This design comes from an exercise in tuning for a short achievable clock period on the open sky130 flow, not from production work.
Function was checked by simulation only, so behaviour that the tests miss may differ from the original.
The flow treats the clock pin as an ideal source. Dropping or thinning the clock tree relies on that and would not hold on a real chip.
Power figures rest on the tool's default switching activity, not on a simulated workload.

Setup of red:
==> flow/design.v (excerpt) <==
module systolic_array
#(
    parameter DATA_BIT = 8
)
(
    input [DATA_BIT-1:0] input_west0,
    input [DATA_BIT-1:0] input_west4,
    input [DATA_BIT-1:0] input_west8,
    input [DATA_BIT-1:0] input_west12,
    input [DATA_BIT-1:0] input_north0,
    input [DATA_BIT-1:0] input_north1,
    input [DATA_BIT-1:0] input_north2,
    input [DATA_BIT-1:0] input_north3,
    input clk,
    input rst,
    output reg done,
    output [2*DATA_BIT-1:0] result0, result1, result2, result3,
                            result4, result5, result6, result7,
                            result8, result9, result10, result11,
                            result12, result13, result14, result15
);
    reg [3:0] count;
    reg [7:0] wd0_0, wd0_1, wd0_2, wd1_0, wd1_1, wd1_2, wd2_0, wd2_1, wd2_2, wd3_0, wd3_1, wd3_2;
    reg [7:0] nd0_0, nd0_1, nd0_2, nd1_0, nd1_1, nd1_2, nd2_0, nd2_1, nd2_2, nd3_0, nd3_1, nd3_2;
    always @(posedge clk) begin
            wd0_0 <= input_west0;  wd0_1 <= wd0_0; wd0_2 <= wd0_1;
            wd1_0 <= input_west4;  wd1_1 <= wd1_0; wd1_2 <= wd1_1;
            wd2_0 <= input_west8;  wd2_1 <= wd2_0; wd2_2 <= wd2_1;
            wd3_0 <= input_west12; wd3_1 <= wd3_0; wd3_2 <= wd3_1;
            nd0_0 <= input_north0; nd0_1 <= nd0_0; nd0_2 <= nd0_1;
            nd1_0 <= input_north1; nd1_1 <= nd1_0; nd1_2 <= nd1_1;
            nd2_0 <= input_north2; nd2_1 <= nd2_0; nd2_2 <= nd2_1;
            nd3_0 <= input_north3; nd3_1 <= nd3_0; nd3_2 <= nd3_1;
    end
    reg [3:0] vld;
    always @(posedge clk or posedge rst) begin
        if (rst) vld <= 4'b0;
        else vld <= {vld[2:0], 1'b1};
    end
    pe P0 (.clk(clk), .rst(rst), .ok(vld[0]), .a(input_north0), .b(input_west0), .result(result0));
    pe P1 (.clk(clk), .rst(rst), .ok(vld[1]), .a(input_north1), .b(wd0_0), .result(result1));
    pe P2 (.clk(clk), .rst(rst), .ok(vld[2]), .a(input_north2), .b(wd0_1), .result(result2));
    pe P3 (.clk(clk), .rst(rst), .ok(vld[3]), .a(input_north3), .b(wd0_2), .result(result3));
    pe P4 (.clk(clk), .rst(rst), .ok(vld[1]), .a(nd0_0), .b(input_west4), .result(result4));
  ...
Size: about 12000 cells after synthesis, ~2000 flip-flops.
==> flow/config.mk <==
export PLATFORM = sky130hd
export DESIGN_NAME = systolic_array
export DESIGN_NICKNAME = systolic_array
export VERILOG_FILES = /design/flow/design.v
export SDC_FILE = /design/flow/constraint.sdc
export NUM_CORES = 4
export LEC_CHECK = 0
export ABC_AREA = 1
export CAP_MARGIN = 20
export CORE_MARGIN = 2
export CORE_UTILIZATION = 65
export PLACE_DENSITY = 0.75
export SETUP_SLACK_MARGIN = 2.95
export SLEW_MARGIN = 20
==> flow/constraint.sdc <==
create_clock -name core_clock -period 5.0 [get_ports {clk}]
set_input_delay 1.0000 -clock core_clock [delete_from_list [all_inputs] [get_ports {clk}]]
set_output_delay 1.0000 -clock core_clock [all_outputs]
set_load 0.01 [all_outputs]
standard.sh (not shown) runs the stock make flow with config.mk's settings and CLKGATE_MAP_FILE= SYNTH_SCRIPT=/design/flow/synth_recipe.tcl, a recipe that flattens the netlist after the stock synthesis.
==> flow/flow/run.sh <==
#!/bin/bash
# The standard ORFS flow (the standard.sh), except that the clock tree is a
# two-level tree built by flow/manual_cts.tcl (sourced as the PRE_CTS_TCL hook).
set -euo pipefail
here=$(pwd)
bash standard.sh synth > synth.log 2>&1
bash standard.sh floorplan > floorplan.log 2>&1
bash standard.sh place > place.log 2>&1
PRE_CTS_TCL=$here/flow/manual_cts.tcl bash standard.sh cts > cts.log 2>&1
grep -q "manual_cts: clock tree built" orfs/logs/sky130hd/systolic_array/base/4_1_cts.log
bash standard.sh finish > finish.log 2>&1
Other scripts of this flow, unchanged in this note and not shown: flow/flow/manual_cts.tcl
red | stages: all done | timing, DRC, antenna: all pass
The following lists how blue was set up differently from red:
- CORE_UTILIZATION changed from 65 to 72
- PLACE_DENSITY changed from 0.75 to 0.82
[summary]
- There was hardly any difference in clock skew after layout between blue and red.
- Taking red as the reference, in blue internal power of the cells now sits higher, fill cell instance count of the final layout now sits lower.
- When the final numbers for red and blue were put side by side, the setup slack turned out to be smaller in blue.
Here is what was changed in the inputs of green compared with blue.
- SETUP_SLACK_MARGIN changed from 2.95 to 2.8
- PLACE_DENSITY changed from 0.82 to 0.75
- CORE_UTILIZATION changed from 72 to 65
Results
Worst setup slack in green is 29 ps lower than in blue
Worst-case headroom to the max-slew limit, green and blue: larger value in green
What blue reported for routed wire length has to be multiplied by 0.922 to get the figure for green.
In every run of this note, the design's own scripts or RTL, not TritonCTS, make the clock network.

-- re-timing with driven ports --
Ports are ideal in the flow. The routed layouts listed here were re-timed in OpenROAD. Step 1: set_driving_cell puts a clkbuf_16 on clk and a buf_2 on each other input, an assumption about the parent block. Step 2 also shifts input and output timing later by t, the mid clock arrival at the registers, as if the neighbouring blocks saw the same clock. Slacks: ideal ports / drivers / drivers and shift; pairs: ideal ports / drivers.
run	shift t [ns]	slack for setup (ns)	hold slack, ns	clock arrival spread, ns	slew at the worst register clock pin (ns)
red	0.722	2.903 / 2.726 / 2.446	0.408 / 0.316 / 0.408	0.028 / 0.028	0.12 / 0.12
blue	0.720	2.885 / 2.716 / 2.494	0.396 / 0.396 / 0.396	0.029 / 0.029	0.12 / 0.12
green	0.716	2.857 / 2.732 / 2.443	0.400 / 0.400 / 0.400	0.036 / 0.035	0.11 / 0.11
After both steps setup and hold are still met in every run listed. The setup slack of red, which loses most, moves by -0.177 ns with the drivers and by -0.457 ns with both steps.
